Source: an optimization exercise on an open RTL-to-GDS flow (aim: small area). Production flows keep margins and buffers that such runs may drop.
The RTL was checked by simulation tests, not by an equivalence proof against the original design.
No activity file was given, so power comes from the tool's default toggle rates.

$ cat flow/flow/run.sh
#!/bin/bash
# The standard layout (standard.sh) with these changes:
#  - synthesis maps the combinational logic with an area-oriented abc script
#    (flow/my_synth.tcl, flow/area.abc); registers are as in the standard synthesis;
#  - the clock tree is built without dummy loads;
#  - the port buffers use the smallest buffer cell.
# make's output is in standard.log; each step's log is under orfs/logs.
set -e
export MY_ABC_SCRIPT=$PWD/flow/area.abc
export CTS_ARGS="-sink_clustering_enable -repair_clock_nets -dont_use_dummy_load -sink_clustering_size 22 -sink_clustering_max_diameter 45 -buf_list sky130_fd_sc_hd__clkbuf_8"
export BUFFER_PORTS_ARGS="-buffer_cell sky130_fd_sc_hd__buf_1"
sed "s#SYNTH_SCRIPT=[^ ]*#SYNTH_SCRIPT=$PWD/flow/my_synth.tcl#" standard.sh > my_standard.sh
grep -q "SYNTH_SCRIPT=$PWD/flow/my_synth.tcl" my_standard.sh
bash my_standard.sh > standard.log 2>&1
$ cat flow/flow/area.abc
strash
dch
amap -F 20 -A 20
topo
$ cat flow/flow/my_synth.tcl
# synth_recipe.tcl (the standard synthesis) with one change: yosys's abc pass,
# which maps the combinational logic, runs the area-oriented script area.abc.
# Registers are mapped before abc, so they are the standard synthesis's.
proc synth {args} { yosys synth -nofsm -noshare {*}$args }
proc abc {args} {
  set i [lsearch -exact $args -script]
  if {$i >= 0} { lset args [expr {$i + 1}] $::env(MY_ABC_SCRIPT) }
  yosys abc {*}$args
}
source $::env(SCRIPTS_DIR)/synth.tcl
# left out here: clear keep_hierarchy, flatten, clean up, hide names made inside functions, write 1_2_yosys.v
$ cat flow/standard.sh
#!/bin/bash
# synth_recipe.tcl (not shown) runs the flow's synth.tcl, then flattens the netlist and writes it again
# the make line also repeats each setting of config.mk as NAME=value (left out here)
make -C /OpenROAD-flow-scripts/flow DESIGN_CONFIG=/design/flow/config.mk WORK_HOME=/design/flow/orfs CLKGATE_MAP_FILE= SYNTH_SCRIPT=/design/flow/synth_recipe.tcl "${@:-finish}"
$ cat flow/config.mk
export PLATFORM = sky130hd
export DESIGN_NAME = uart
export DESIGN_NICKNAME = uart
export VERILOG_FILES = /design/flow/design.v
export SDC_FILE = /design/flow/constraint.sdc
export NUM_CORES = 4
export LEC_CHECK = 0
export CAP_MARGIN = 20
export CORE_MARGIN = 2
export CORE_UTILIZATION = 65
export CTS_BUF_LIST = sky130_fd_sc_hd__clkbuf_8
export CTS_CLUSTER_DIAMETER = 50
export CTS_CLUSTER_SIZE = 18
export SLEW_MARGIN = 20
$ cat flow/constraint.sdc
create_clock -name core_clock -period 10.0 [get_ports {clk}]
set_input_delay 2.0000 -clock core_clock [delete_from_list [all_inputs] [get_ports {clk}]]
set_output_delay 2.0000 -clock core_clock [all_outputs]
set_load 0.01 [all_outputs]
$ cat flow/design.v
module syncfifo_axis
    #(
    parameter DATA_WIDTH      = 32,
    parameter FIFO_DEPTH      = 8                
    )(
    input  logic                            s_aclk,
    input  logic                            s_aresetn,
    input  logic [DATA_WIDTH-1:0]           s_axis_tdata,
    input  logic                            s_axis_tvalid,
    output logic                            s_axis_tready,
    output logic [DATA_WIDTH-1:0]           m_axis_tdata,
    output logic                            m_axis_tvalid,
    input  logic                            m_axis_tready
    );
    localparam int ADDR_WIDTH   = $clog2(FIFO_DEPTH);
    logic [ADDR_WIDTH-1:0] cnt;
    logic write, read, pending;
    logic [DATA_WIDTH-1:0] bram [FIFO_DEPTH];
    assign pending       = (cnt != '0);
    assign s_axis_tready = (cnt != '1);
    assign write = s_axis_tvalid & s_axis_tready;
    assign read  = pending & (~m_axis_tvalid | m_axis_tready);
    logic [3:0] sel_lo, sel_hi;
    always_comb begin
        for (int i = 0; i < 4; i++) begin
            sel_lo[i] = (cnt[1:0] == i);
            sel_hi[i] = (cnt[ADDR_WIDTH-1:2] == i);
        end
        m_axis_tdata = '0;
        for (int i = 0; i < FIFO_DEPTH; i++)
            m_axis_tdata = m_axis_tdata | (bram[i] & {DATA_WIDTH{sel_lo[i % 4] & sel_hi[i / 4]}});
    end
    always_ff @(posedge s_aclk)
        if (write) begin
            bram[0] <= s_axis_tdata;
            for (int i = 1; i < FIFO_DEPTH; i++)
                bram[i] <= bram[i-1];
        end
    always_ff @(posedge s_aclk) begin
        if (~s_aresetn) begin
            m_axis_tvalid   <= '0;
            cnt             <= '0;
        end else begin
            if (write && !read)
                cnt         <= cnt + 1'b1;
            else if (read && !write)
                cnt         <= cnt - 1'b1;
            m_axis_tvalid   <= pending | (m_axis_tvalid & ~m_axis_tready);
        end
    end
endmodule
module uart #(
    parameter SYS_CLK     = 100,       
    parameter BAUDRATE    = 115200,    
    parameter FIFO_DEPTH  = 16,        
    parameter DBITS       = 8,         
    parameter PARITY    = "Odd",       
    parameter N_STOP_BITS = 1          
)(
    input   logic                               clk,
    input   logic                               rst_n,
    input   logic                               rx,
    output  logic                               tx,
    output  logic [DBITS-1:0]                   rx_axis_tdata,
    output  logic                               rx_axis_tvalid,
    input   logic                               rx_axis_tready,
    input   logic [DBITS-1:0]                   tx_axis_tdata,
    input   logic                               tx_axis_tvalid,
    output  logic                               tx_axis_tready,
    output  logic                               irq,
    output  logic [DBITS-1:0]                   debug_rx
);
    localparam int BAUDRATE_SCALE_VALUE = (SYS_CLK * 1000000 + BAUDRATE - 1) / BAUDRATE;
    localparam int SW = $clog2(BAUDRATE_SCALE_VALUE);
    localparam logic [SW-1:0] BAUD_MASK  = 10'b1010101010;
    localparam logic [SW-1:0] BAUD_FIRST = BAUD_MASK;
    localparam logic [SW-1:0] BAUD_LAST  = 10'b0110011001 ^ BAUD_MASK;
    logic [4:0] rx_run;
    logic       rx_low;
    always_ff @(posedge clk) begin
        rx_run <= rx ? 5'd0 : rx_run + 1'b1;
        rx_low <= ~rx & (rx_low | (&rx_run));
    end
    logic [SW-1:0] rx_baud;
    logic [3:0]    rx_ph;
    logic [DBITS-1:0] rx_shift_rg;
    logic rx_start, rx_end, rx_idle, rx_wr, rx_fifo_ready;
    assign rx_start = (rx_baud == BAUD_FIRST);
    assign rx_end   = (rx_baud == BAUD_LAST);
    assign rx_idle  = (rx_ph == 4'd6);
    always_ff @(posedge clk)
        if (!rst_n || rx_end || (rx_idle && rx_low))
            rx_baud <= BAUD_FIRST;
        else
            rx_baud <= {~rx_baud[SW-2:0], rx_baud[9] ^ rx_baud[6]};
    always_ff @(posedge clk)
        if (!rst_n || (rx_start && rx_ph == 4'd1))
            rx_ph <= 4'd6;
        else if (rx_start && (!rx_idle || rx_low))
            rx_ph <= rx_ph + 1'b1;
    always_ff @(posedge clk)
        if (rx_start && rx_ph[3])
            rx_shift_rg <= {~rx_low, rx_shift_rg[DBITS-1:1]};
    assign rx_wr = rx_start & (rx_ph == 4'd1);
    syncfifo_axis #(.DATA_WIDTH(DBITS), .FIFO_DEPTH(FIFO_DEPTH))
        rx_fifo (.s_aclk(clk),           .s_aresetn(rst_n),
                 .s_axis_tdata(rx_shift_rg),   .s_axis_tvalid(rx_wr),          .s_axis_tready(rx_fifo_ready),
                 .m_axis_tdata(rx_axis_tdata), .m_axis_tvalid(rx_axis_tvalid), .m_axis_tready(rx_axis_tready));
    assign debug_rx = rx_shift_rg;
    logic [SW-1:0] tx_baud;
    logic [3:0]    tx_ph;
    logic [DBITS-1:0] tx_byte, tx_fifo_tdata;
    logic tx_fifo_tvalid, tx_fifo_tready, tx_par;
    logic tx_start, tx_end, tx_idle, tx_hs;
    assign tx_start       = (tx_baud == BAUD_FIRST);
    assign tx_end         = (tx_baud == BAUD_LAST);
    assign tx_idle        = (tx_ph[3:1] == 3'b010);
    assign tx_fifo_tready = (tx_ph == 4'd5);
    assign tx_hs          = tx_fifo_tready & tx_fifo_tvalid;
    always_ff @(posedge clk)
        if (tx_end || tx_idle)
            tx_baud <= BAUD_FIRST;
        else
            tx_baud <= {~tx_baud[SW-2:0], tx_baud[9] ^ tx_baud[6]};
    always_ff @(posedge clk)
        if (!rst_n || (tx_start && tx_ph == 4'd1))
            tx_ph <= 4'd4;
        else if (tx_idle ? (!tx_ph[0] || tx_fifo_tvalid) : tx_start)
            tx_ph <= tx_ph + 1'b1;
    always_ff @(posedge clk)
        if (tx_hs)
            tx_byte <= tx_fifo_tdata;
    always_ff @(posedge clk)
        if (tx_idle)
            tx_par <= 1'b1;
        else if (tx_start && tx_ph[3])
            tx_par <= tx_par ^ tx_byte[tx_ph[2:0]];
    always_comb
        if (tx_ph[3])              tx = tx_byte[tx_ph[2:0]];
        else if (tx_ph == 4'd0)    tx = tx_par;
        else                       tx = (tx_ph != 4'd7);
    assign irq = tx_start & (tx_ph == 4'd1);
    syncfifo_axis #(.DATA_WIDTH(DBITS), .FIFO_DEPTH(FIFO_DEPTH))
        tx_fifo (.s_aclk(clk),      .s_aresetn(rst_n),
                 .s_axis_tdata(tx_axis_tdata), .s_axis_tvalid(tx_axis_tvalid), .s_axis_tready(tx_axis_tready),
                 .m_axis_tdata(tx_fifo_tdata), .m_axis_tvalid(tx_fifo_tvalid), .m_axis_tready(tx_fifo_tready));
endmodule
==> metrics.yaml, run 1 <==
synthCells: 738
cts.clk_slew.worst_paths_ns: 0.08
tns_ns: 0
crit_required_ns: 8.00
drt-pass1-iter-count: 8
comb_power_share: 0.226
via_per_inst: 6.34
total_power_mw: 2.93
syn-num-nets: 767
wl_met3_microns: 1510
hold_ws_ns: 0.397
slew_headroom: 0.384
yosysSeqAreaShare: 0.785
stdcell_area_sq_mm: 0.0125
hp-class: "flip-flop to flip-flop"
fmax_mhz: 184
cts_tree: "done"
worstSetupEndpointType: "primary output"
area_growth_pct: 8.21
p_switching_mw: 0.866
slew_violations: 0
grt_usage: 0.222
wl_met1_microns: 9450
cts-root-buf: "clkbuf_8"
fillerInstances: 1121
rsz0062_at_grt: "false"
finalSetupViolations: 0
finalNetCount: 842
grt_pass1_wl_microns: 32300
grt_pass1_vias: 6360
power_frac_clock: 0.239
seq_power_share: 0.535
arrival_ns: 3.43
tightest_slew_ns: 0.924
wl_per_cell_microns: 20.0
io_buffer_count: 32
cts_num_sinks: 317
drtIter0Drc: 1015
yosysUniqueCellTypes: 32
fin_crit_sh: 0.543
ant_nets: 0
dp_hpwl_microns: 13900
cts_resized: 0
worst_setup_path_start_kind: "flip-flop"
synth_edf_count: 272
die_w_microns: 137
cts_inserted_buffers: 35
clk_latency_ns: 0.53
num_rows: 48
gr-total-overflow: 0
skew_ns: 0.0419
n_antenna_cell: 0
fin_crit_ns: 5.43
ys_seq_elements: 317
leakagePower_nw: 4.14
path_class: "flip-flop to primary output"
die-area_sq_mm: 0.0189
route.met2.wl_microns: 9360
hold_buffers: 0
finalWeightedCongestion: 0.876
ff2ff_path_depth: 14
worstHoldStart: "rx_baud[5]$_SDFF_PP1_"
synth_area_sq_mm: 0.0115
r2r_start: "rx_baud[8]$_SDFF_PP0_"
pin_count: 33
ff2ff_setup_slack_ns: 6.12
outcome: "timing/DRC/antenna clean"
cts_setup_buffers: 0
post_dp_cell_area_sq_mm: 0.0120
ys.flop_type: "edfxtp_1"
final_cells: 1036
yosys_warnings: 3
switching_share: 0.295
reg2reg_to: "rx_fifo.cnt[3]$_SDFFE_PN0P_"
antenna_found_initial: 0
p_per_area_mw_per_mm2: 234
hold_end: "rx_baud[6]$_SDFF_PP0_"
clockBufferDepth: 3
initial_core_util: 0.665
place_inst: 1001
max-vdd-ir-drop_mv: 0.160
min_path_cells: 1
grt_max_degree: 76
cell_internal_pwr_mw: 2.06
drc: 0
maxCapViolCount: 0
drt_wl_total_microns: 20700
die_y_microns: 137
htreeDepth: 2
critPathMaxFanout: 9
syn_avg_cell_area_sq_um: 15.7
ys_async_sr_fraction: 0
highest_layer: "met4"
core_sq_mm: 0.0174
drive_gt1_frac: 0.0543
vias: 6571
final-hold-violation-count: 0
-- critical path: stages, from the launching register on --
cell,delay [ns]
dfxtp_1,0.44
clkinv_1,0.17
nand2_1,0.16
nor2_1,0.17
a222oi_1,0.38
nand2_1,0.10
a221oi_1,0.22
nand2_1,0.09
a221oi_1,0.22
nand2_1,0.09
a221oi_1,0.25
nand2_1,0.11
a21oi_1,0.15
a21boi_0,0.19
nand2_1,0.07
buf_1,0.12
-- cell type report --
cell class                      count  area, sq um  area share
Clock buffer                       35          482      0.0385
Inverter                           47          176      0.0141
Multi-Input combinational cell    374         2320       0.186
Sequential cell                   317         9070       0.726
Tap cell                          225          282      0.0225
Timing Repair Buffer               38          165      0.0132
-- routing by layer --
metal  track usage  vias to the layer above
li1              -                     3044
met1         0.331                     3242
met2         0.331                      249
met3        0.0504                       36
met4        0.0716                        0
met5             0                        -
-- cell usage in the layout (no fill, tap or decap), types with 7 or more instances in the layout --
cell type and instances:
a22oi_1 23, nand2_1 98, a221oi_1 18, clkbuf_8 35
clkinv_1 47, ha_1 14, dfxtp_1 45, a21oi_1 25
nand3_1 13, a222oi_1 41, nand4_1 7, o21ai_0 14
nor2_1 63, buf_1 32, edfxtp_1 272
-- state kept, by name, indices dropped and copies added (netlist names) --
signal	count
rx_baud	10
rx_fifo.bram	128
rx_fifo.cnt	4
rx_fifo.m_axis_tvalid	1
rx_low	1
rx_ph	4
rx_run	5
rx_shift_rg	8
tx_baud	10
tx_byte	8
tx_fifo.bram	128
tx_fifo.cnt	4
tx_fifo.m_axis_tvalid	1
tx_par	1
tx_ph	4
-- logic make-up after synthesis --
group,count (synthesis),synth area share
AND/OR/NAND/NOR,208,0.0794
AO/OA/AOI/OAI,150,0.102
adder cells (fa/ha/maj),16,0.0186
flip-flops,317,0.785
buffers and inverters,47,0.0153
-- cells in the mapped netlist, drive strengths merged (6+ instances only) --
master	n	area share
a21oi	25	0.011
a221oi	18	0.014
a222oi	41	0.036
a22oi	23	0.015
clkinv	47	0.015
dfxtp	45	0.078
edfxtp	272	0.71
ha	14	0.015
nand2	98	0.032
nand3	13	0.0056
nand4	7	0.0038
nand4b	6	0.0045
nor2	64	0.021
o21ai	14	0.0061
o221ai	6	0.0045
-- through the flow --
stage,setup slack (ns),util
2_1_floorplan,0.373,-
3_3_place_gp,5.25,0.692
3_5_place_dp,5.11,0.692
4_1_cts,4.54,0.720
5_1_grt,4.17,0.720
6_report,4.57,0.720
-- worst max-delay path by stage --
| stage | start | endpoint | slack [ns] | depth (start not counted) |
|---|---|---|---|---|
| global route | rx_fifo.cnt[0]$_SDFFE_PN0P_ | rx_axis_tdata[3] | 4.17 | 15 |
| detailed placement | rx_fifo.cnt[0]$_SDFFE_PN0P_ | rx_axis_tdata[2] | 5.11 | 15 |
| finish | rx_fifo.cnt[0]$_SDFFE_PN0P_ | rx_axis_tdata[2] | 4.57 | 15 |
| CTS | rx_fifo.cnt[0]$_SDFFE_PN0P_ | rx_axis_tdata[2] | 4.54 | 15 |
| floorplan | tx_axis_tvalid | tx_fifo.cnt[3]$_SDFFE_PN0P_ | 0.37 | 10 |
| global placement | rx_fifo.cnt[0]$_SDFFE_PN0P_ | rx_axis_tdata[2] | 5.25 | 15 |
-- power by group through the flow --
stage / clock (mW) / sequential (mW) / combinational (mW)
after floorplan: 0 / 1.58 / 0.458
after global placement: 0 / 1.59 / 0.623
after detailed placement: 0 / 1.59 / 0.654
after CTS: 0.722 / 1.57 / 0.658
after global routing: 0.767 / 1.58 / 0.736
final: 0.701 / 1.57 / 0.662
==> inputs of run 2 (changes only) <==
--- a/flow/flow/run.sh
+++ b/flow/flow/run.sh
@@ -9,3 +9,3 @@
 export MY_ABC_SCRIPT=$PWD/flow/area.abc
-export CTS_ARGS="-sink_clustering_enable -repair_clock_nets -dont_use_dummy_load -sink_clustering_size 22 -sink_clustering_max_diameter 45 -buf_list sky130_fd_sc_hd__clkbuf_8"
+export CTS_ARGS="-sink_clustering_enable -repair_clock_nets -dont_use_dummy_load -sink_clustering_size 20 -sink_clustering_max_diameter 60 -buf_list sky130_fd_sc_hd__clkbuf_8"
 export BUFFER_PORTS_ARGS="-buffer_cell sky130_fd_sc_hd__buf_1"
==> metrics.yaml, run 2 <==
outcome: "timing/DRC/antenna clean"
vias: 6449  # -1.9%
final_common_cell: "edfxtp_1"
worst_setup_path_start_kind: "flip-flop"
n_antenna_cell: 0  # unchanged
ys.flop_type: "edfxtp_1"
slew_headroom: 0.393  # +0.00898
fin_crit_ns: 5.43  # -0.00346 ns
hp-class: "flip-flop to flip-flop"
stdcell_area_sq_mm: 0.0123  # -1.7%
cts_num_sinks: 317  # unchanged
cts_inserted_buffers: 20  # -43%
critPathMaxFanout: 9  # unchanged
drt_wl_total_microns: 20200  # -2.3%
fin_ws_ns: 4.57  # +0.00346 ns
yosysSeqAreaShare: 0.785  # unchanged
r2r_start: "rx_baud[8]$_SDFF_PP0_"
initial_core_util: 0.665  # unchanged
antenna_found_initial: 0  # unchanged
via_per_inst: 6.32  # -0.41%
syn_avg_cell_area_sq_um: 15.7  # unchanged
ant_nets: 0  # unchanged
syn-num-nets: 767  # unchanged
muxShareOfSynthArea: 0  # unchanged
io_buffer_count: 32  # unchanged
clk_latency_ns: 0.52  # about the same
ys_seq_elements: 317  # unchanged
synth_most_common_cell: "edfxtp_1"
max-vdd-ir-drop_mv: 0.161  # +0.72%
synth_xor_area_frac: 0  # unchanged
crit_required_ns: 8.00  # about the same
die_y_microns: 137  # unchanged
synth_fa_ha_area_frac: 0.0186  # unchanged
cts.clk_slew.worst_paths_ns: 0.11  # +0.03 ns
worstHoldStart: "tx_baud[4]$_SDFF_PP0_"
htreeDepth: 1  # -1
yosys.area_share.simple: 0.0794  # unchanged
grt_pass1_wl_microns: 31700  # -1.6%
cts_setup_buffers: 0  # unchanged
cts-root-buf: "clkbuf_8"
synth_area_sq_mm: 0.0115  # unchanged
finalSetupViolations: 0  # unchanged
clockBufferDepth: 3  # unchanged
tightest_slew_ns: 0.911  # -0.0135 ns
core_sq_mm: 0.0174  # unchanged
finalWeightedCongestion: 0.876  # unchanged
wl_per_cell_microns: 19.8  # -0.84%
die_w_microns: 137  # unchanged
worstSetupEndpointType: "primary output"
grt_max_degree: 76  # unchanged
die-area_sq_mm: 0.0189  # unchanged
netlist_top_cells_area: "edfxtp_1 (71%), dfxtp_1 (7.8%), a222oi_1 (3.6%)"
grt_usage: 0.217  # -0.00561
yosysTopAreaCell: "edfxtp_1"
leakagePower_nw: 4.03  # -2.6%
seqCellArea_sq_mm: 0.00907  # unchanged
dp_hpwl_microns: 13900  # unchanged
post_dp_cell_area_sq_mm: 0.0120  # unchanged
finalNetCount: 827  # -1.8%
slew_violations: 0  # unchanged
synth_top_family_by_area: "compound AO/OA/AOI/OAI gates"
skew_ns: 0.0417  # -0.000214 ns
synth_edf_count: 272  # unchanged
drtIter0Drc: 877  # -14%
drt-pass1-iter-count: 9  # +1
total_power_mw: 2.76  # -5.7%
cts_tree: "done"
gr-total-overflow: 0  # unchanged
synth_top_area_frac: 0.707  # unchanged
pre_cts_ws_ns: 5.11  # unchanged
area_growth_pct: 6.42
fin_crit_sh: 0.543  # about the same
synth_compound_area_frac: 0.102  # unchanged
pin_count: 33  # unchanged
yosys_warnings: 3  # unchanged
fillerInstances: 1145  # +2.1%
arrival_ns: 3.43  # about the same
maxCapViolCount: 0  # unchanged
synthCells: 738  # unchanged
final_cell_mix: "edfxtp_1 (272), nand2_1 (98), nor2_1 (63)"
final-hold-violation-count: 0  # unchanged
drc: 0  # unchanged
tns_ns: 0  # unchanged
startpoint: "rx_fifo.cnt[0]$_SDFFE_PN0P_"
ys_async_sr_fraction: 0  # unchanged
multi_input_area_sq_mm: 0.00232  # unchanged
num_rows: 48  # unchanged
p_per_area_mw_per_mm2: 225  # -4.2%
fmax_mhz: 184  # about the same
path_class: "flip-flop to primary output"
yosys-top-cells-count: "edfxtp_1 (272), nand2_1 (98), nor2_1 (64)"
cts_resized: 0  # unchanged
hold_buffers: 0  # unchanged
rsz0062_at_grt: "false"
reg_top3: "rx_fifo.bram (128), tx_fifo.bram (128)"
drive_gt1_frac: 0.0364  # -0.0178
grt_pass1_vias: 6203  # -2.5%
yosysUniqueCellTypes: 32  # unchanged
## run 2: changes by cell type in the layout (fill, tap and decap cells not counted)
cell	before	now
clkbuf_8	35	20
## run 2: worst paths after layout
kind	end	slack, ns	cells past startpoint
worst max register to register	rx_fifo.cnt[3]$_SDFFE_PN0P_	6.10	14
worst min register to register	tx_baud[5]$_SDFF_PP1_	0.41	1
worst min-delay path	tx_baud[5]$_SDFF_PP1_	0.41	1
worst max-delay path	rx_axis_tdata[3]	4.57	15
## run 2: cells by family after synthesis
group	count (synthesis)
buf+inv	47
fa+ha+maj	16
compound gates	150
flops	317
simple gates	208
## run 2: power breakdown
group | total, mW | switching, mW | internal, mW
Sequential | 1.57 | 0.0550 | 1.51
Clock | 0.534 | 0.352 | 0.182
Combinational | 0.662 | 0.422 | 0.240
Total | 2.76 | 0.830 | 1.93
## run 2: per-stage QoR
step / hold WS (ns) / instances / util
4_1_cts: 0.412 / 1021 / 0.708
6_report: 0.408 / 1021 / 0.708
3_3_place_gp: 0.376 / 1001 / 0.692
5_1_grt: 0.433 / 1021 / 0.708
3_5_place_dp: 0.386 / 1001 / 0.692
2_1_floorplan: 0.362 / 738 / -
## run 2: area by class of cell
| cell class | instances | area share |
|---|---|---|
| repair buffers | 38 | 0.0134 |
| flip-flops and latches | 317 | 0.738 |
| multi-input cells | 374 | 0.189 |
| clock buffers | 20 | 0.0224 |
| inverters | 47 | 0.0144 |
| well taps | 225 | 0.0229 |
## run 2: metal layers
| metal | part of all wire | global-route usage | vias up |
|---|---|---|---|
| li1 | - | - | 3011 |
| met2 | 0.46 | 0.331 | 241 |
| met3 | 0.065 | 0.0375 | 24 |
| met1 | 0.47 | 0.332 | 3173 |
| met4 | 0.013 | 0.0504 | 0 |
| met5 | 0 | 0 | - |
## run 2: critical path: stages, from the launching register on
cell and delay, ns:
dfxtp_1 0.46, clkinv_1 0.17, nand2_1 0.16, nor2_1 0.17
a222oi_1 0.38, nand2_1 0.12, a221oi_1 0.24, nand2_1 0.10
a221oi_1 0.26, nand2_1 0.10, a221oi_1 0.22, nand2_1 0.09
a21oi_1 0.12, nand2_1 0.07, a21o_1 0.15, buf_1 0.12
==> inputs of run 3 (changes only) <==
--- a/flow/config.mk
+++ b/flow/config.mk
@@ -9,3 +9,3 @@
 export CORE_MARGIN = 2
-export CORE_UTILIZATION = 65
+export CORE_UTILIZATION = 75
 export CTS_BUF_LIST = sky130_fd_sc_hd__clkbuf_8
==> metrics.yaml, run 3 <==
outcome: "timing/DRC/antenna clean"
synth_top_area_frac: 0.707  # unchanged
switching_share: 0.301  # +0.000839
slew_headroom: 0.327  # -0.0664
path_delay_family: "compound AO/OA/AOI/OAI gates"
grt_pass1_wl_microns: 33000  # +3.9%
cts_setup_buffers: 0  # unchanged
maxCapViolCount: 0  # unchanged
synth_area_sq_mm: 0.0115  # unchanged
synthCells: 738  # unchanged
synth_top_family_by_area: "compound AO/OA/AOI/OAI gates"
worstSetupEndpointType: "primary output"
fillerInstances: 803  # -30%
reg_top3: "rx_fifo.bram (128), tx_fifo.bram (128)"
fin_crit_ns: 5.53  # +0.0997 ns
final_cell_mix: "edfxtp_1 (272), nand2_1 (98), nor2_1 (63)"
grt_usage: 0.258  # +0.0410
cts.clk_slew.worst_paths_ns: 0.11  # about the same
yosys.area_share.simple: 0.0794  # unchanged
path_buf_inv: 2  # unchanged
hold_ws_ns: 0.399  # -0.00873 ns
min_path_cells: 1  # unchanged
yosys_warnings: 3  # unchanged
cts_inserted_buffers: 19  # -5.0%
seq_power_share: 0.570  # +0.003
crit_required_ns: 8.00  # about the same
yosysSeqAreaShare: 0.785  # unchanged
yosysTopAreaCell: "edfxtp_1"
drc: 0  # unchanged
total_power_mw: 2.75  # -0.37%
cts_tree: "done"
p_switching_mw: 0.829  # about the same
arrival_ns: 3.53  # +0.10 ns
tns_ns: 0  # unchanged
cpMostUsedCell: "nand2_1"
cpPeakStageDelay_ns: 0.47  # about the same
die_w_microns: 128  # -6.7%
leakagePower_nw: 4.01  # -0.35%
ys_seq_elements: 317  # unchanged
n_antenna_cell: 0  # unchanged
yosys-top-cells-count: "edfxtp_1 (272), nand2_1 (98), nor2_1 (64)"
dp_hpwl_microns: 14100  # +1.9%
htreeDepth: 1  # unchanged
hold_end: "rx_baud[1]$_SDFF_PP1_"
crit_slowest_cell: "dfxtp_1"
fin_util: 0.807  # +0.0986
muxShareOfSynthArea: 0  # unchanged
tightest_slew_ns: 1.01  # +0.0975 ns
cell_internal_pwr_mw: 1.92  # -0.49%
rsz0062_at_grt: "false"
drive_gt1_frac: 0.0327  # -0.00369
finalWeightedCongestion: 0.888  # +1.4%
netlist_top_cells_area: "edfxtp_1 (71%), dfxtp_1 (7.8%), a222oi_1 (3.6%)"
die-area_sq_mm: 0.0164  # -13%
worstHoldStart: "rx_baud[0]$_SDFF_PP0_"
synth_fa_ha_area_frac: 0.0186  # unchanged
io_buffer_count: 32  # unchanged
comb_power_share: 0.240  # about the same
p_per_area_mw_per_mm2: 225  # +0.22%
syn_avg_cell_area_sq_um: 15.7  # unchanged
core_sq_mm: 0.0151  # -13%
grt_pass1_vias: 6498  # +4.8%
final-hold-violation-count: 0  # unchanged
pin_count: 33  # unchanged
skew_ns: 0.0287  # -0.0130 ns
power_frac_clock: 0.190  # -0.003
slew_violations: 0  # unchanged
critPathMaxFanout: 9  # unchanged
die_y_microns: 128  # -6.7%
ys.flop_type: "edfxtp_1"
finalNetCount: 825  # -0.24%
clockBufferDepth: 3  # unchanged
worst_setup_path_start_kind: "flip-flop"
multi_input_area_sq_mm: 0.00232  # -0.22%
via_per_inst: 6.71  # +6.3%
drt_wl_total_microns: 20600  # +2.0%
max-vdd-ir-drop_mv: 0.146  # -9.6%
r2r_start: "rx_baud[8]$_SDFF_PP0_"
ff2ff_setup_slack_ns: 6.24  # +0.14 ns
antenna_found_initial: 0  # unchanged
grt_max_degree: 81  # +6.6%
clk_latency_ns: 0.53  # about the same
hp-class: "flip-flop to flip-flop"
ff2ff_path_depth: 14  # unchanged
cts_num_sinks: 317  # unchanged
num_rows: 45  # -6.3%
cts-root-buf: "clkbuf_8"
area_growth_pct: 5.80
initial_core_util: 0.763  # +0.0971
finalSetupViolations: 0  # unchanged
synth_most_common_cell: "edfxtp_1"
wl_per_cell_microns: 21.0  # +6.1%
final_common_cell: "edfxtp_1"
cts_resized: 0  # unchanged
drt-pass1-iter-count: 8  # -1
seqCellArea_sq_mm: 0.00907  # unchanged
path_cells: "clkinv_1 -> nand2_1 -> nor2_1 -> a222oi_1 -> nand2_1 -> a221oi_1 -> nand2_1 -> a221oi_1 -> nand2_1 -> a221oi_1 -> nand2_1 -> a21oi_1 -> a21boi_0 -> nand2_1 -> buf_1"
gr-total-overflow: 0  # unchanged
synth_compound_area_frac: 0.102  # unchanged
synth_edf_count: 272  # unchanged
drtIter0Drc: 930  # +6.0%
reg2reg_to: "rx_fifo.cnt[3]$_SDFFE_PN0P_"
synth_xor_area_frac: 0  # unchanged
yosysUniqueCellTypes: 32  # unchanged
fin_crit_sh: 0.553  # +0.00997
syn-num-nets: 767  # unchanged
path_class: "flip-flop to primary output"
hold_buffers: 0  # unchanged
vias: 6591  # +2.2%
ys_async_sr_fraction: 0  # unchanged
ant_nets: 0  # unchanged
fmax_mhz: 181  # -1.8%
-- run 3: cell counts after synthesis --
Identical to the previous run, type by type.
-- run 3: kinds of logic (layout without fill, tap and decap cells) --
group / Yosys count / after routing
buffers and inverters: 47 / 103
AND/OR/NAND/NOR: 208 / 208
flip-flops: 317 / 317
AO/OA/AOI/OAI: 150 / 150
adder cells (fa/ha/maj): 16 / 16
-- run 3: area by class of cell --
| cell class | count | share of cell area |
|---|---|---|
| sequential | 317 | 0.742 |
| multi-input combinational | 374 | 0.190 |
| clock buffer | 19 | 0.0214 |
| tap | 188 | 0.0193 |
| inverter | 47 | 0.0144 |
| timing repair buffer | 37 | 0.0129 |
-- run 3: stage by stage --
| stage | setup WS, ns | cells | cell area (sq um) |
|---|---|---|---|
| floorplan | 0.373 | 738 | 11500 |
| global placement | 5.25 | 963 | 12000 |
| detailed placement | 5.05 | 963 | 12000 |
| CTS | 4.47 | 982 | 12200 |
| global route | 4.10 | 982 | 12200 |
| finish | 4.47 | 982 | 12200 |
-- run 3: worst reg2reg max path: cells and delay by family, from the launching register on --
family	cells	cell delay (ns)
AND/OR/NAND/NOR	4	1.24
AO/OA/AOI/OAI	6	0.85
buffers and inverters	2	0.65
adder cells (fa/ha/maj)	2	0.61
flip-flops	1	0.34
-- run 3: layer usage --
metal	vias to the layer above	global-route usage	part of all wire
met5	-	0	0
li1	3021	-	-
met2	308	0.411	0.48
met4	0	0.0575	0.012
met3	19	0.0371	0.079
met1	3243	0.392	0.43
-- run 3: how the worst max path moves through the flow --
| stage | slack [ns] | depth (start not counted) | end | start |
|---|---|---|---|---|
| after global placement | 5.25 | 15 | rx_axis_tdata[2] | rx_fifo.cnt[0]$_SDFFE_PN0P_ |
| final | 4.47 | 15 | rx_axis_tdata[2] | rx_fifo.cnt[0]$_SDFFE_PN0P_ |
| after global routing | 4.10 | 15 | rx_axis_tdata[2] | rx_fifo.cnt[0]$_SDFFE_PN0P_ |
| after CTS | 4.47 | 15 | rx_axis_tdata[2] | rx_fifo.cnt[0]$_SDFFE_PN0P_ |
| after floorplan | 0.37 | 10 | tx_fifo.cnt[3]$_SDFFE_PN0P_ | tx_axis_tvalid |
| after detailed placement | 5.05 | 15 | rx_axis_tdata[2] | rx_fifo.cnt[0]$_SDFFE_PN0P_ |
-- run 3: power groups by stage --
stage	Clock (mW)	Combinational [mW]	Sequential [mW]
after floorplan	0	0.458	1.58
after global placement	0	0.612	1.59
after detailed placement	0	0.651	1.60
after CTS	0.532	0.655	1.57
after global routing	0.574	0.732	1.58
final	0.523	0.661	1.57
==> inputs of run 4 (changes only) <==
==> flow/flow/area.abc (replaced) <==
strash
dch
amap -F 20 -A 20
strash
dch
amap -F 20 -A 20
topo
==> metrics.yaml, run 4 <==
path_class: "flip-flop to primary output"
drt_wl_total_microns: 22300  # +8.2%
maxCapViolCount: 0  # unchanged
n_antenna_cell: 0  # unchanged
yosysTopAreaCell: "edfxtp_1"
pre_cts_ws_ns: 5.40  # +0.341 ns
ys_async_sr_fraction: 0  # unchanged
cell_internal_pwr_mw: 1.91  # -0.82%
yosys_warnings: 3  # unchanged
synthCells: 690  # -6.5%
final_cells: 938  # -4.5%
comb_power_share: 0.232  # -0.008
path_buf_inv: 1  # -1
initial_core_util: 0.760  # -0.00261
cts_num_sinks: 317  # unchanged
cts_setup_buffers: 0  # unchanged
synth_area_sq_mm: 0.0114  # -1.1%
yosys-top-cells-count: "edfxtp_1 (272), nor2_1 (70), a222oi_1 (54)"
fillerInstances: 776  # -3.4%
max-vdd-ir-drop_mv: 0.175  # +20%
slew_violations: 0  # unchanged
finalWeightedCongestion: 0.847  # -4.7%
path_cells: "nand2_1 -> nor2_1 -> a222oi_1 -> nand4_1 -> a221oi_1 -> nand3_1 -> buf_1"
drt-pass1-iter-count: 7  # -1
leakagePower_nw: 3.89  # -3.0%
die_w_microns: 127  # -0.53%
drive_gt1_frac: 0.0400  # +0.00725
core_sq_mm: 0.0150  # -0.74%
final-hold-violation-count: 0  # unchanged
finalNetCount: 781  # -5.3%
reg_top3: "rx_fifo.bram (128), tx_fifo.bram (128)"
place_inst: 919  # -4.6%
fmax_mhz: 209  # +16%
ys.flop_type: "edfxtp_1"
wl_per_cell_microns: 23.8  # +13%
ant_nets: 0  # unchanged
outcome: "timing/DRC/antenna clean"
skew_ns: 0.0495  # +0.0208 ns
cts.clk_slew.worst_paths_ns: 0.12  # about the same
crit_required_ns: 8.00  # about the same
finalSetupViolations: 0  # unchanged
hold_buffers: 0  # unchanged
hp-class: "flip-flop to flip-flop"
htreeDepth: 1  # unchanged
worst_setup_path_start_kind: "flip-flop"
pin_count: 33  # unchanged
power_frac_clock: 0.192  # +0.002
final_common_cell: "edfxtp_1"
yosysSeqAreaShare: 0.794  # +0.00860
grt_pass1_vias: 6462  # -0.55%
crit_slowest_cell: "nor2_1"
p_switching_mw: 0.824  # -0.62%
gr-total-overflow: 0  # unchanged
fin_crit_ns: 4.78  # -0.750 ns
synth_most_common_cell: "edfxtp_1"
drtIter0Drc: 1095  # +18%
cts_resized: 0  # unchanged
io_buffer_count: 32  # unchanged
area_growth_pct: 6.12
grt_usage: 0.281  # +0.0229
cpPeakStageDelay_ns: 0.78  # +0.31 ns
dp_hpwl_microns: 14600  # +3.7%
syn-num-nets: 719  # -6.3%
clk_latency_ns: 0.55  # +0.02 ns
yosysUniqueCellTypes: 37  # +16%
final_cell_mix: "edfxtp_1 (272), nor2_1 (69), a222oi_1 (54)"
cts-root-buf: "clkbuf_8"
cts_tree: "done"
fin_ws_ns: 5.22  # +0.750 ns
clockBufferDepth: 3  # unchanged
syn_avg_cell_area_sq_um: 16.6  # +5.8%
switching_share: 0.302  # +0.000428
cts_inserted_buffers: 19  # unchanged
netlist_top_cells_area: "edfxtp_1 (71%), dfxtp_1 (7.9%), a222oi_1 (4.7%)"
synth_edf_count: 272  # unchanged
synth_top_area_frac: 0.715  # +0.00774
worstSetupEndpointType: "primary output"
seq_power_share: 0.576  # +0.006
stdcell_area_sq_mm: 0.0121  # -0.78%
antenna_found_initial: 0  # unchanged
critPathMaxFanout: 9  # unchanged
grt_max_degree: 80  # -1.2%
vias: 6649  # +0.88%
die_y_microns: 127  # -0.53%
die-area_sq_mm: 0.0162  # -1.1%
via_per_inst: 7.09  # +5.6%
path_delay_family: "simple AND/OR/NAND/NOR gates"
slew_headroom: 0.316  # -0.0106
ys_seq_elements: 317  # unchanged
tightest_slew_ns: 1.02  # +0.0103 ns
rsz0062_at_grt: "false"
arrival_ns: 2.78  # -0.75 ns
p_per_area_mw_per_mm2: 225  # about the same
tns_ns: 0  # unchanged
fin_crit_sh: 0.478  # -0.0750
drc: 0  # unchanged
grt_pass1_wl_microns: 34800  # +5.4%
post_dp_cell_area_sq_mm: 0.0119  # -0.80%
hold_ws_ns: 0.405  # +0.00612 ns
num_rows: 45  # unchanged
==> run 4: cell types whose count changed in the layout (fill, tap and decap cells not counted), sizes merged, moves of 8 or more <==
cell,delta
nand2,-51
a21oi,-14
a222oi,+13
nand4,+10
a22oi,+9
a221oi,-8
==> run 4: layout make-up <==
class | instances | area [sq um] | area share
clock buffer | 19 | 262 | 0.0216
inverter | 40 | 150 | 0.0124
multi-input combinational | 333 | 2220 | 0.183
sequential | 317 | 9070 | 0.748
tap | 188 | 235 | 0.0194
timing repair buffer | 41 | 188 | 0.0155
==> run 4: metrics by stage <==
step	power (mW)	util
final	2.73	0.806
after global routing	2.85	0.806
after CTS	2.73	0.806
after detailed placement	2.22	0.789
after global placement	2.18	0.789
after floorplan	2.00	-
==> run 4: power groups by stage <==
stage,clock network (mW),logic [mW],registers [mW]
2_1_floorplan,0,0.416,1.59
3_3_place_gp,0,0.589,1.59
3_5_place_dp,0,0.621,1.60
4_1_cts,0.535,0.624,1.57
5_1_grt,0.575,0.698,1.58
6_report,0.525,0.634,1.57
==> run 4: worst register-to-register path, delay by kind of cell (launching register included) <==
kind,cells,cell delay (ns)
AO/OA/AOI/OAI,5,1.10
adder cells (fa/ha/maj),2,0.58
buffers and inverters,3,0.45
flip-flops,1,0.40
AND/OR/NAND/NOR,4,0.82
==> run 4: per-layer routing <==
layer  part of all wire  global-route usage  wire, microns
met1               0.42               0.423           9360
met2               0.47               0.438          10400
met4              0.021              0.0692            464
met3              0.093              0.0544           2080
met5                  0                   0              0
==> run 4: path summary, 6_finish.rpt <==
check / start / to / slack [ns] / depth (start not counted)
worst min register to register: tx_baud[2]$_SDFF_PP0_ / tx_baud[3]$_SDFF_PP1_ / 0.40 / 1
worst max-delay path: rx_fifo.cnt[0]$_SDFFE_PN0P_ / rx_axis_tdata[4] / 5.22 / 7
worst max register to register: rx_fifo.cnt[0]$_SDFFE_PN0P_ / rx_fifo.cnt[3]$_SDFFE_PN0P_ / 6.57 / 14
worst min-delay path: tx_baud[2]$_SDFF_PP0_ / tx_baud[3]$_SDFF_PP1_ / 0.40 / 1
==> run 4: kinds of logic (layout without fill, tap and decap cells) <==
group / count (synthesis) / after routing / synth area share
DFF: 317 / 317 / 0.794
and+or+nand+nor: 170 / 170 / 0.0691
AOI/OAI and AO/OA: 147 / 147 / 0.105
buffers and inverters: 40 / 100 / 0.0131
adders and majority gates: 16 / 16 / 0.0188
==> inputs of run 5 (changes only) <==
--- a/flow/flow/run.sh
+++ b/flow/flow/run.sh
@@ -9,3 +9,3 @@
 export MY_ABC_SCRIPT=$PWD/flow/area.abc
-export CTS_ARGS="-sink_clustering_enable -repair_clock_nets -dont_use_dummy_load -sink_clustering_size 20 -sink_clustering_max_diameter 60 -buf_list sky130_fd_sc_hd__clkbuf_8"
+export CTS_ARGS="-sink_clustering_enable -repair_clock_nets -dont_use_dummy_load -sink_clustering_size 11 -sink_clustering_max_diameter 45 -buf_list sky130_fd_sc_hd__clkbuf_4"
 export BUFFER_PORTS_ARGS="-buffer_cell sky130_fd_sc_hd__buf_1"
==> metrics.yaml, run 5 <==
gr-total-overflow: 0  # unchanged
syn_avg_cell_area_sq_um: 16.6  # unchanged
cts_resized: 0  # unchanged
final_cell_mix: "edfxtp_1 (272), nor2_1 (69), a222oi_1 (54)"
yosysUniqueCellTypes: 37  # unchanged
grt_pass1_vias: 6642  # +2.8%
initial_core_util: 0.760  # unchanged
drt_wl_total_microns: 22600  # +1.1%
vias: 6688  # +0.59%
hold_ws_ns: 0.405  # +0.000114 ns
skew_ns: 0.0583  # +0.00873 ns
final-hold-violation-count: 0  # unchanged
tns_ns: 0  # unchanged
fin_crit_sh: 0.490  # +0.0120
syn-num-nets: 719  # unchanged
final_cells: 955  # +1.8%
ff2ff_path_depth: 14  # unchanged
total_power_mw: 2.74  # +0.43%
fillerInstances: 794  # +2.3%
area_growth_pct: 6.16  # about the same
reg_top3: "rx_fifo.bram (128), tx_fifo.bram (128)"
place_inst: 919  # unchanged
yosysSeqAreaShare: 0.794  # unchanged
maxCapViolCount: 0  # unchanged
antenna_found_initial: 1  # +1
grt_pass1_wl_microns: 35300  # +1.6%
ff2ff_setup_slack_ns: 6.60  # +0.03 ns
die-area_sq_mm: 0.0162  # unchanged
ys_async_sr_fraction: 0  # unchanged
final_common_cell: "edfxtp_1"
fin_util: 0.807  # about the same
finalSetupViolations: 0  # unchanged
slew_headroom: 0.316  # about the same
die_w_microns: 127  # unchanged
core_sq_mm: 0.0150  # unchanged
drt-pass1-iter-count: 8  # +1
ys_seq_elements: 317  # unchanged
grt_max_degree: 80  # unchanged
yosysTopAreaCell: "edfxtp_1"
path_class: "flip-flop to primary output"
tightest_slew_ns: 1.02  # +0.000393 ns
cts_setup_buffers: 0  # unchanged
reg2reg_to: "rx_fifo.cnt[3]$_SDFFE_PN0P_"
drtIter0Drc: 1228  # +12%
die_y_microns: 127  # unchanged
crit_required_ns: 8.00  # about the same
grt_usage: 0.288  # +0.00751
synth_most_common_cell: "edfxtp_1"
cts.clk_slew.worst_paths_ns: 0.11  # about the same
synthCells: 690  # unchanged
outcome: "timing/DRC/antenna clean"
fmax_mhz: 204  # -2.4%
stdcell_area_sq_mm: 0.0121  # about the same
arrival_ns: 2.90  # +0.12 ns
p_per_area_mw_per_mm2: 226  # +0.40%
hp-class: "flip-flop to flip-flop"
r2r_start: "rx_fifo.cnt[1]$_SDFFE_PN0P_"
drc: 0  # unchanged
dp_hpwl_microns: 14600  # unchanged
startpoint: "rx_fifo.cnt[0]$_SDFFE_PN0P_"
htreeDepth: 2  # +1
wl_per_cell_microns: 23.6  # -0.74%
num_rows: 45  # unchanged
cts_tree: "done"
worstSetupEndpointType: "primary output"
netlist_top_cells_area: "edfxtp_1 (71%), dfxtp_1 (7.9%), a222oi_1 (4.7%)"
cts-root-buf: "clkbuf_4"
synth_edf_count: 272  # unchanged
multi_input_area_sq_mm: 0.00222  # unchanged
via_per_inst: 7.00  # -1.2%
hold_buffers: 0  # unchanged
pin_count: 33  # unchanged
ant_nets: 0  # unchanged
finalNetCount: 797  # +2.0%
drive_gt1_frac: 0.0601  # +0.0201
clk_latency_ns: 0.66  # +0.11 ns
ys.flop_type: "edfxtp_1"
pre_cts_ws_ns: 5.40  # unchanged
cts_inserted_buffers: 35  # +16
seqCellArea_sq_mm: 0.00907  # unchanged
fin_crit_ns: 4.90  # +0.120 ns
fin_ws_ns: 5.10  # -0.120 ns
clockBufferDepth: 3  # unchanged
worst_setup_path_start_kind: "flip-flop"
endpoint: "rx_axis_tdata[4]"
critPathMaxFanout: 9  # unchanged
slew_violations: 0  # unchanged
synth_top_area_frac: 0.715  # unchanged
io_buffer_count: 32  # unchanged
yosys_warnings: 3  # unchanged
leakagePower_nw: 3.92  # +0.63%
synth_area_sq_mm: 0.0114  # unchanged
yosys-top-cells-count: "edfxtp_1 (272), nor2_1 (70), a222oi_1 (54)"
rsz0062_at_grt: "false"
post_dp_cell_area_sq_mm: 0.0119  # unchanged
max-vdd-ir-drop_mv: 0.145  # -17%
cts_num_sinks: 317  # unchanged
finalWeightedCongestion: 0.847  # unchanged
==> run 5: cell types whose count changed in the layout (fill, tap and decap cells not counted), sizes merged <==
cell,delta
diode,+1
clkbuf,+16
==> run 5: routing by layer <==
metal | track usage | share of wire | vias to the layer above
met4 | 0.0924 | 0.021 | 0
li1 | - | - | 2986
met5 | 0 | 0 | -
met1 | 0.426 | 0.40 | 3260
met2 | 0.436 | 0.46 | 397
met3 | 0.0724 | 0.12 | 45
==> run 5: layout make-up <==
cell class / instances / share of cell area
diodes: 1 / 0.000206
flip-flops and latches: 317 / 0.748
inverters: 40 / 0.0124
repair buffers: 41 / 0.0155
multi-input cells: 333 / 0.183
clock buffers: 35 / 0.0217
well taps: 188 / 0.0194
==> run 5: cell families after synthesis <==
group,count (synthesis),synth area share
simple gates,170,0.0691
fa+ha+maj,16,0.0188
buf+inv,40,0.0131
compound gates,147,0.105
flops,317,0.794
==> run 5: where the power goes <==
part	leakage (nW)	total, mW	internal [mW]	switching [mW]
registers	2.92	1.57	1.51	0.0599
clock network	0.161	0.536	0.163	0.373
logic	0.841	0.634	0.222	0.412
==> run 5: how the worst min path moves through the flow <==
stage	from	end	slack, ns	cells after the start
floorplan	rx_baud[4]$_SDFF_PP0_	rx_baud[5]$_SDFF_PP1_	0.36	1
global placement	rx_baud[4]$_SDFF_PP0_	rx_baud[5]$_SDFF_PP1_	0.37	1
detailed placement	tx_baud[2]$_SDFF_PP0_	tx_baud[3]$_SDFF_PP1_	0.38	1
CTS	tx_baud[2]$_SDFF_PP0_	tx_baud[3]$_SDFF_PP1_	0.41	1
global route	tx_baud[2]$_SDFF_PP0_	tx_baud[3]$_SDFF_PP1_	0.42	1
finish	rx_baud[4]$_SDFF_PP0_	rx_baud[5]$_SDFF_PP1_	0.41	1
==> run 5: critical path: stages, from the launching register on <==
cell and delay (ns):
dfxtp_1 0.48, nand2_1 0.16, nor2_1 0.81, a222oi_1 0.28, nand4_1 0.19, a221oi_1 0.07
nand3_1 0.11, buf_1 0.15
==> inputs of run 6 (changes only) <==
--- a/flow/design.v
+++ b/flow/design.v
@@ -77,2 +77,7 @@
     localparam logic [SW-1:0] BAUD_LAST  = 10'b0110011001 ^ BAUD_MASK;
+    function automatic logic [2:0] ph_next(input logic [2:0] ph);
+        ph_next = {ph[1:0], ph[2] ^ (ph[1] | ~ph[0])};
+    endfunction
+    localparam logic [4:0] RUN_MASK  = 5'b01010;
+    localparam logic [4:0] RUN_LAST  = 5'b10000 ^ RUN_MASK;
     logic [4:0] rx_run;
@@ -80,7 +85,11 @@
     always_ff @(posedge clk) begin
-        rx_run <= rx ? 5'd0 : rx_run + 1'b1;
-        rx_low <= ~rx & (rx_low | (&rx_run));
+        if (rx)
+            rx_run <= RUN_MASK;
+        else
+            rx_run <= {~rx_run[3:0], rx_run[4] ^ rx_run[2] ^ (rx_run[3:0] == 4'b1010)};
+        rx_low <= ~rx & (rx_low | (rx_run == RUN_LAST));
     end
     logic [SW-1:0] rx_baud;
-    logic [3:0]    rx_ph;
+    logic [2:0]    rx_ph;
+    logic          rx_dat;
     logic [DBITS-1:0] rx_shift_rg;
@@ -89,3 +98,3 @@
     assign rx_end   = (rx_baud == BAUD_LAST);
-    assign rx_idle  = (rx_ph == 4'd6);
+    assign rx_idle  = !rx_dat && (rx_ph == 3'b000);
     always_ff @(posedge clk)
@@ -96,10 +105,13 @@
     always_ff @(posedge clk)
-        if (!rst_n || (rx_start && rx_ph == 4'd1))
-            rx_ph <= 4'd6;
-        else if (rx_start && (!rx_idle || rx_low))
-            rx_ph <= rx_ph + 1'b1;
+        if (!rst_n || rx_wr) begin
+            rx_dat <= 1'b0;
+            rx_ph  <= 3'b000;
+        end else if (rx_start && (!rx_idle || rx_low)) begin
+            rx_dat <= rx_dat ^ (rx_ph == 3'b001);
+            rx_ph  <= ph_next(rx_ph);
+        end
     always_ff @(posedge clk)
-        if (rx_start && rx_ph[3])
+        if (rx_start && rx_dat)
             rx_shift_rg <= {~rx_low, rx_shift_rg[DBITS-1:1]};
-    assign rx_wr = rx_start & (rx_ph == 4'd1);
+    assign rx_wr = rx_start & !rx_dat & (rx_ph == 3'b101);
     syncfifo_axis #(.DATA_WIDTH(DBITS), .FIFO_DEPTH(FIFO_DEPTH))
@@ -110,3 +122,4 @@
     logic [SW-1:0] tx_baud;
-    logic [3:0]    tx_ph;
+    logic [2:0]    tx_ph;
+    logic          tx_dat, tx_bit;
     logic [DBITS-1:0] tx_byte, tx_fifo_tdata;
@@ -116,4 +129,4 @@
     assign tx_end         = (tx_baud == BAUD_LAST);
-    assign tx_idle        = (tx_ph[3:1] == 3'b010);
-    assign tx_fifo_tready = (tx_ph == 4'd5);
+    assign tx_idle        = !tx_dat && (tx_ph[2:1] == 2'b00);
+    assign tx_fifo_tready = !tx_dat && (tx_ph == 3'b001);
     assign tx_hs          = tx_fifo_tready & tx_fifo_tvalid;
@@ -125,9 +138,14 @@
     always_ff @(posedge clk)
-        if (!rst_n || (tx_start && tx_ph == 4'd1))
-            tx_ph <= 4'd4;
-        else if (tx_idle ? (!tx_ph[0] || tx_fifo_tvalid) : tx_start)
-            tx_ph <= tx_ph + 1'b1;
+        if (!rst_n || irq) begin
+            tx_dat <= 1'b0;
+            tx_ph  <= 3'b000;
+        end else if (tx_idle ? (!tx_ph[0] || tx_fifo_tvalid) : tx_start) begin
+            tx_dat <= tx_dat ^ (tx_ph == 3'b101);
+            tx_ph  <= ph_next(tx_ph);
+        end
     always_ff @(posedge clk)
-        if (tx_hs)
-            tx_byte <= tx_fifo_tdata;
+        if (tx_fifo_tready)
+            tx_byte <= {tx_fifo_tdata[1], tx_fifo_tdata[2], tx_fifo_tdata[7], tx_fifo_tdata[3],
+                        tx_fifo_tdata[0], tx_fifo_tdata[6], tx_fifo_tdata[5], tx_fifo_tdata[4]};
+    assign tx_bit = tx_byte[tx_ph];
     always_ff @(posedge clk)
@@ -135,9 +153,9 @@
             tx_par <= 1'b1;
-        else if (tx_start && tx_ph[3])
-            tx_par <= tx_par ^ tx_byte[tx_ph[2:0]];
+        else if (tx_start && tx_dat)
+            tx_par <= tx_par ^ tx_bit;
     always_comb
-        if (tx_ph[3])              tx = tx_byte[tx_ph[2:0]];
-        else if (tx_ph == 4'd0)    tx = tx_par;
-        else                       tx = (tx_ph != 4'd7);
-    assign irq = tx_start & (tx_ph == 4'd1);
+        if (tx_dat)                 tx = tx_bit;
+        else if (tx_ph == 3'b011)   tx = tx_par;
+        else                        tx = (tx_ph != 3'b101);
+    assign irq = tx_start & !tx_dat & (tx_ph == 3'b111);
     syncfifo_axis #(.DATA_WIDTH(DBITS), .FIFO_DEPTH(FIFO_DEPTH))
--- a/flow/flow/run.sh
+++ b/flow/flow/run.sh
@@ -9,3 +9,3 @@
 export MY_ABC_SCRIPT=$PWD/flow/area.abc
-export CTS_ARGS="-sink_clustering_enable -repair_clock_nets -dont_use_dummy_load -sink_clustering_size 11 -sink_clustering_max_diameter 45 -buf_list sky130_fd_sc_hd__clkbuf_4"
+export CTS_ARGS="-sink_clustering_enable -repair_clock_nets -dont_use_dummy_load -sink_clustering_size 20 -sink_clustering_max_diameter 60 -buf_list sky130_fd_sc_hd__clkbuf_8"
 export BUFFER_PORTS_ARGS="-buffer_cell sky130_fd_sc_hd__buf_1"
==> metrics.yaml, run 6 <==
pin_count: 33  # unchanged
grt_max_degree: 102  # +28%
clk_latency_ns: 0.55  # -0.11 ns
final-hold-violation-count: 0  # unchanged
die-area_sq_mm: 0.0162  # -0.18%
worstSetupEndpointType: "primary output"
fin_crit_sh: 0.501  # +0.0110
cts_resized: 0  # unchanged
synth_edf_count: 272  # unchanged
yosys-top-cells-count: "edfxtp_1 (272), nor2_1 (67), nand2_1 (65)"
path_delay_family: "compound AO/OA/AOI/OAI gates"
cts_tree: "done"
htreeDepth: 1  # -1
grt_usage: 0.269  # -0.0193
tightest_slew_ns: 1.09  # +0.0695 ns
ys_async_sr_fraction: 0  # unchanged
drive_gt1_frac: 0.0342  # -0.0258
grt_use_met3: 0.0473  # -0.0251
max-vdd-ir-drop_mv: 0.149  # +2.6%
yosys_warnings: 3  # unchanged
maxCapViolCount: 0  # unchanged
drt-pass1-iter-count: 8  # unchanged
synth_top_area_frac: 0.716  # +0.00133
synthCells: 705  # +2.2%
fin_util: 0.803  # -0.00358
reg_top3: "rx_fifo.bram (128), tx_fifo.bram (128)"
die_y_microns: 127  # about the same
leakagePower_nw: 3.88  # -0.94%
slew_headroom: 0.272  # -0.0438
fin_crit_ns: 5.01  # +0.110 ns
grt_pass1_wl_microns: 33500  # -5.1%
initial_core_util: 0.759  # -0.00141
n_antenna_cell: 0  # -1
power_frac_clock: 0.194  # about the same
seq_power_share: 0.585  # +0.012
dp_hpwl_microns: 14100  # -3.7%
arrival_ns: 3.01  # +0.11 ns
cts.clk_slew.worst_paths_ns: 0.11  # about the same
num_rows: 45  # unchanged
grtUsageMet1: 0.410  # -0.0155
io_buffer_count: 32  # unchanged
cell_internal_pwr_mw: 1.90  # about the same
drt_wl_total_microns: 21500  # -4.7%
p_per_area_mw_per_mm2: 223  # -1.3%
outcome: "timing/DRC/antenna clean"
finalWeightedCongestion: 0.851  # +0.53%
syn_avg_cell_area_sq_um: 16.2  # -2.3%
grt.busiest_layer: "met2"
final_cell_mix: "edfxtp_1 (272), nor2_1 (66), nand2_1 (65)"
finalNetCount: 787  # -1.3%
via_per_inst: 6.97  # -0.54%
core_sq_mm: 0.0150  # unchanged
path_class: "flip-flop to primary output"
worst_setup_path_start_kind: "flip-flop"
finalSetupViolations: 0  # unchanged
switching_share: 0.296  # -0.0121
ant_nets: 0  # unchanged
yosysSeqAreaShare: 0.795  # +0.00148
cpPeakStageDelay_ns: 0.48  # -0.33 ns
hold_buffers: 0  # unchanged
total_power_mw: 2.70  # -1.7%
yosysUniqueCellTypes: 34  # -8.1%
cts_inserted_buffers: 19  # -46%
comb_power_share: 0.221  # -0.010
syn-num-nets: 730  # +1.5%
critPathMaxFanout: 8  # -1
grt_pass1_vias: 6303  # -5.1%
drc: 0  # unchanged
final_common_cell: "edfxtp_1"
die_w_microns: 127  # about the same
ys_seq_elements: 317  # unchanged
cts_num_sinks: 317  # unchanged
gr-total-overflow: 0  # unchanged
crit_required_ns: 8.00  # about the same
synth_most_common_cell: "edfxtp_1"
vias: 6603  # -1.3%
grtUsageMet2: 0.416  # -0.0195
p_switching_mw: 0.798  # -5.6%
path_buf_inv: 2  # +1
slew_violations: 0  # unchanged
tns_ns: 0  # unchanged
area_growth_pct: 5.88
cts_setup_buffers: 0  # unchanged
rsz0062_at_grt: "false"
fmax_mhz: 200  # -2.2%
ys.flop_type: "edfxtp_1"
synth_area_sq_mm: 0.0114  # -0.19%
antenna_found_initial: 1  # unchanged
cts-root-buf: "clkbuf_8"
hp-class: "flip-flop to flip-flop"
drtIter0Drc: 954  # -22%
wl_per_cell_microns: 22.7  # -4.0%
skew_ns: 0.0368  # -0.0214 ns
clockBufferDepth: 3  # unchanged
path_cells: "clkinv_1 -> nand2_1 -> nor2_1 -> a222oi_1 -> o21ai_0 -> a221o_1 -> a221oi_1 -> nand4_1 -> buf_1"
crit_slowest_cell: "dfxtp_1"
netlist_top_cells_area: "edfxtp_1 (72%), dfxtp_1 (7.9%), a222oi_1 (3.2%)"
yosysTopAreaCell: "edfxtp_1"
[run 6: through the flow]
step,hold WS [ns],setup slack [ns],std cells,area [sq um]
floorplan,0.358,0.267,705,11400
finish,0.401,4.99,948,12100
CTS,0.404,5.03,948,12100
detailed placement,0.381,5.44,929,11800
global placement,0.364,5.55,929,11800
global route,0.429,4.78,948,12100
[run 6: worst paths after layout]
| path | from | end | slack [ns] | cells after the start |
|---|---|---|---|---|
| max | rx_fifo.cnt[0]$_SDFFE_PN0P_ | rx_axis_tdata[4] | 4.99 | 9 |
| min | rx_baud[4]$_SDFF_PP0_ | rx_baud[5]$_SDFF_PP1_ | 0.40 | 1 |
| max reg2reg | rx_fifo.cnt[0]$_SDFFE_PN0P_ | rx_fifo.cnt[3]$_SDFFE_PN0P_ | 6.23 | 12 |
| min reg2reg | rx_baud[4]$_SDFF_PP0_ | rx_baud[5]$_SDFF_PP1_ | 0.40 | 1 |
[run 6: area by class of cell]
class                           count  area [sq um]
Inverter                           36           135
Clock buffer                       19           262
Timing Repair Buffer               36           154
Multi-Input combinational cell    352          2220
Tap cell                          188           235
Fill cell                         829          2960
Sequential cell                   317          9070
[run 6: cell families (layout without fill, tap and decap cells)]
logic type / Yosys count / count (layout) / share of synthesized area
compound gates: 154 / 154 / 0.106
fa+ha+maj: 12 / 12 / 0.0145
simple gates: 186 / 186 / 0.0726
buf+inv: 36 / 91 / 0.0118
flops: 317 / 317 / 0.795
[run 6: routing by layer]
| layer | vias up | wire [microns] |
|---|---|---|
| li1 | 2925 | - |
| met2 | 368 | 9920 |
| met3 | 40 | 1950 |
| met4 | 2 | 454 |
| met1 | 3268 | 9170 |
| met5 | - | 13 |
[run 6: power by group through the flow]
stage / clock network [mW] / logic (mW) / registers (mW)
global route: 0.570 / 0.657 / 1.59
CTS: 0.536 / 0.588 / 1.58
floorplan: 0 / 0.399 / 1.59
detailed placement: 0 / 0.584 / 1.61
global placement: 0 / 0.552 / 1.60
finish: 0.522 / 0.595 / 1.58
==> inputs of run 7 (changes only) <==
--- a/flow/design.v
+++ b/flow/design.v
@@ -16,6 +16,9 @@
     logic [ADDR_WIDTH-1:0] cnt;
+    logic [1:0] cnt_lo, cnt_hi;
     logic write, read, pending;
+    assign cnt_lo = cnt[1:0];
+    assign cnt_hi = cnt[3:2];
     logic [DATA_WIDTH-1:0] bram [FIFO_DEPTH];
-    assign pending       = (cnt != '0);
-    assign s_axis_tready = (cnt != '1);
+    assign pending       = (cnt != 4'b0000);       
+    assign s_axis_tready = (cnt != 4'b1010);       
     assign write = s_axis_tvalid & s_axis_tready;
@@ -25,4 +28,4 @@
         for (int i = 0; i < 4; i++) begin
-            sel_lo[i] = (cnt[1:0] == i);
-            sel_hi[i] = (cnt[ADDR_WIDTH-1:2] == i);
+            sel_lo[i] = (cnt_lo == (i ^ (i >> 1)));
+            sel_hi[i] = (cnt_hi == (i ^ (i >> 1)));
         end
@@ -43,6 +46,11 @@
         end else begin
-            if (write && !read)
-                cnt         <= cnt + 1'b1;
-            else if (read && !write)
-                cnt         <= cnt - 1'b1;
+            if (write && !read) begin
+                cnt[1:0]    <= {cnt_lo[0], ~cnt_lo[1]};
+                if (cnt_lo == 2'b10)
+                    cnt[3:2] <= {cnt_hi[0], ~cnt_hi[1]};
+            end else if (read && !write) begin
+                cnt[1:0]    <= {~cnt_lo[0], cnt_lo[1]};
+                if (cnt_lo == 2'b00)
+                    cnt[3:2] <= {~cnt_hi[0], cnt_hi[1]};
+            end
             m_axis_tvalid   <= pending | (m_axis_tvalid & ~m_axis_tready);
==> metrics.yaml, run 7 <==
outcome: "timing/DRC/antenna clean"
htreeDepth: 1  # unchanged
ys_async_sr_fraction: 0  # unchanged
hp-class: "flip-flop to flip-flop"
drtIter0Drc: 1085  # +14%
dp_hpwl_microns: 14300  # +1.5%
comb_power_share: 0.210  # -0.011
synth_edf_count: 272  # unchanged
synth_area_sq_mm: 0.0113  # -0.50%
finalSetupViolations: 0  # unchanged
max-vdd-ir-drop_mv: 0.170  # +14%
place_inst: 930  # +0.11%
via_per_inst: 7.00  # +0.45%
critPathMaxFanout: 9  # +1
cts_num_sinks: 317  # unchanged
final-hold-violation-count: 0  # unchanged
synth_most_common_cell: "edfxtp_1"
die_y_microns: 127  # -0.24%
slew_violations: 0  # unchanged
cts_setup_buffers: 0  # unchanged
clockBufferDepth: 3  # unchanged
final_common_cell: "edfxtp_1"
ys.flop_type: "edfxtp_1"
p_per_area_mw_per_mm2: 226  # +1.2%
yosys-top-cells-count: "edfxtp_1 (272), nand2_1 (69), nor2_1 (63)"
io_buffer_count: 32  # unchanged
rsz0062_at_grt: "false"
syn-num-nets: 727  # -0.41%
yosysUniqueCellTypes: 32  # -5.9%
drt_wl_total_microns: 21700  # +1.1%
crit_slowest_cell: "dfxtp_1"
fin_crit_sh: 0.510  # +0.00918
clk_latency_ns: 0.53  # -0.02 ns
tightest_slew_ns: 1.03  # -0.0595 ns
maxCapViolCount: 0  # unchanged
power_frac_clock: 0.193  # about the same
yosys_warnings: 3  # unchanged
arrival_ns: 3.10  # +0.09 ns
pin_count: 33  # unchanged
synth_top_area_frac: 0.720  # +0.00363
final_cell_mix: "edfxtp_1 (272), nand2_1 (69), nor2_1 (63)"
cts-root-buf: "clkbuf_8"
netlist_top_cells_area: "edfxtp_1 (72%), dfxtp_1 (7.9%), a222oi_1 (3.9%)"
finalNetCount: 786  # -0.13%
switching_share: 0.293  # -0.00370
drt-pass1-iter-count: 6  # -2
reg_top3: "rx_fifo.bram (128), tx_fifo.bram (128)"
fmax_mhz: 196  # -1.8%
die_w_microns: 127  # -0.24%
total_power_mw: 2.71  # +0.72%
cts.clk_slew.worst_paths_ns: 0.12  # about the same
antenna_found_initial: 0  # -1
hold_buffers: 0  # unchanged
ys_seq_elements: 317  # unchanged
vias: 6640  # +0.56%
cts_resized: 0  # unchanged
path_delay_family: "compound AO/OA/AOI/OAI gates"
final_cells: 949  # +0.11%
seq_power_share: 0.597  # +0.012
grt_pass1_vias: 6326  # +0.36%
fin_ws_ns: 4.90  # -0.0918 ns
core_sq_mm: 0.0146  # -2.6%
cell_internal_pwr_mw: 1.92  # +1.3%
gr-total-overflow: 0  # unchanged
crit_required_ns: 8.00  # about the same
drc: 0  # unchanged
synthCells: 708  # +0.43%
die-area_sq_mm: 0.0161  # -0.49%
finalWeightedCongestion: 0.880  # +3.4%
grt_pass1_wl_microns: 33800  # +0.68%
leakagePower_nw: 3.84  # -1.1%
grt_usage: 0.272  # +0.00332
grt_max_degree: 66  # -35%
area_growth_pct: 5.95  # about the same
drive_gt1_frac: 0.0353  # +0.00108
cts_inserted_buffers: 19  # unchanged
p_switching_mw: 0.794  # -0.54%
path_cells: "clkinv_1 -> nand2_1 -> nor2_1 -> a222oi_1 -> clkinv_1 -> a221oi_1 -> nand4_1 -> a21oi_1 -> nand2_1 -> a221o_1 -> buf_1"
wl_per_cell_microns: 22.9  # +1.0%
fin_util: 0.821  # +0.0178
fin_crit_ns: 5.10  # +0.0918 ns
pre_cts_ws_ns: 5.55  # +0.116 ns
num_rows: 44  # -2.2%
n_antenna_cell: 0  # unchanged
slew_headroom: 0.312  # +0.0398
worst_setup_path_start_kind: "flip-flop"
yosysTopAreaCell: "edfxtp_1"
worstSetupEndpointType: "primary output"
cts_tree: "done"
skew_ns: 0.0256  # -0.0112 ns
path_buf_inv: 3  # +1
ant_nets: 0  # unchanged
initial_core_util: 0.775  # +0.0162
yosysSeqAreaShare: 0.799  # +0.00403
tns_ns: 0  # unchanged
path_class: "flip-flop to primary output"
cpPeakStageDelay_ns: 0.45  # -0.03 ns
syn_avg_cell_area_sq_um: 16.0  # -0.93%
run 7: area by class of cell:
class	count	area [sq um]
Sequential cell	317	9070
Clock buffer	19	262
Fill cell	756	2620
Timing Repair Buffer	38	165
Inverter	44	165
Tap cell	184	230
Multi-Input combinational cell	347	2130
run 7: path summary, 6_finish.rpt:
path | start | end | slack [ns] | depth (start not counted)
worst min register to register | rx_run[0]$_SDFF_PP0_ | rx_run[1]$_SDFF_PP1_ | 0.40 | 1
worst min-delay path | rx_run[0]$_SDFF_PP0_ | rx_run[1]$_SDFF_PP1_ | 0.40 | 1
worst max register to register | tx_ph[0]$_SDFFE_PP0P_ | tx_fifo.cnt[3]$_SDFFE_PN0P_ | 6.77 | 12
worst max-delay path | rx_fifo.cnt[0]$_SDFFE_PN0P_ | rx_axis_tdata[3] | 4.90 | 11
run 7: kinds of logic (layout without fill, tap and decap cells):
| kind of cell | Yosys count | after routing | share of synthesized area |
|---|---|---|---|
| AO/OA/AOI/OAI | 146 | 146 | 0.102 |
| adder cells (fa/ha/maj) | 6 | 6 | 0.00662 |
| buffers and inverters | 44 | 101 | 0.0146 |
| flip-flops | 317 | 317 | 0.799 |
| AND/OR/NAND/NOR | 195 | 195 | 0.0774 |
run 7: power by group through the flow:
stage / Combinational [mW] / Sequential, mW / Clock (mW)
6_report: 0.570 / 1.62 / 0.524
3_5_place_dp: 0.556 / 1.65 / 0
4_1_cts: 0.561 / 1.62 / 0.533
5_1_grt: 0.622 / 1.63 / 0.578
2_1_floorplan: 0.382 / 1.63 / 0
3_3_place_gp: 0.526 / 1.64 / 0
run 7: metrics by stage:
step | area, sq um | hold WS (ns)
2_1_floorplan | 11400 | 0.358
5_1_grt | 12000 | 0.424
6_report | 12000 | 0.397
3_3_place_gp | 11800 | 0.364
4_1_cts | 12000 | 0.400
3_5_place_dp | 11800 | 0.376
run 7: routing by layer:
layer,GRT usage,up-vias,part of all wire
met5,0,-,0
met4,0.0705,0,0.021
met3,0.0532,41,0.11
met2,0.418,418,0.46
met1,0.417,3231,0.41
li1,-,2950,-

port drivers added, routing unchanged:
How much do the figures lean on ideal ports? The routed layouts below were timed once more, with nothing changed but the port constraints. Step 1, drivers: a clkbuf_16 drives clk and a buf_2 each remaining input, both assumed. Step 2 times the ports against the registers' clock, not the clock port: input delays grow and output delays shrink by t, the midpoint of the rising clock arrivals with the driver on. Three values: ideal ports, drivers, drivers and shift; two values: the first two.
run | t, ns | setup WS [ns]
run 1 | 0.548 | 4.566 / 4.526 / 5.074
run 2 | 0.543 | 4.570 / 4.530 / 5.074
run 3 | 0.555 | 4.470 / 4.430 / 4.985
run 4 | 0.570 | 5.220 / 5.179 / 5.431
run 5 | 0.667 | 5.100 / 5.061 / 5.395
run 6 | 0.569 | 4.990 / 4.952 / 5.380
run 7 | 0.553 | 4.899 / 4.861 / 5.414
After both steps every run listed still meets setup and hold.
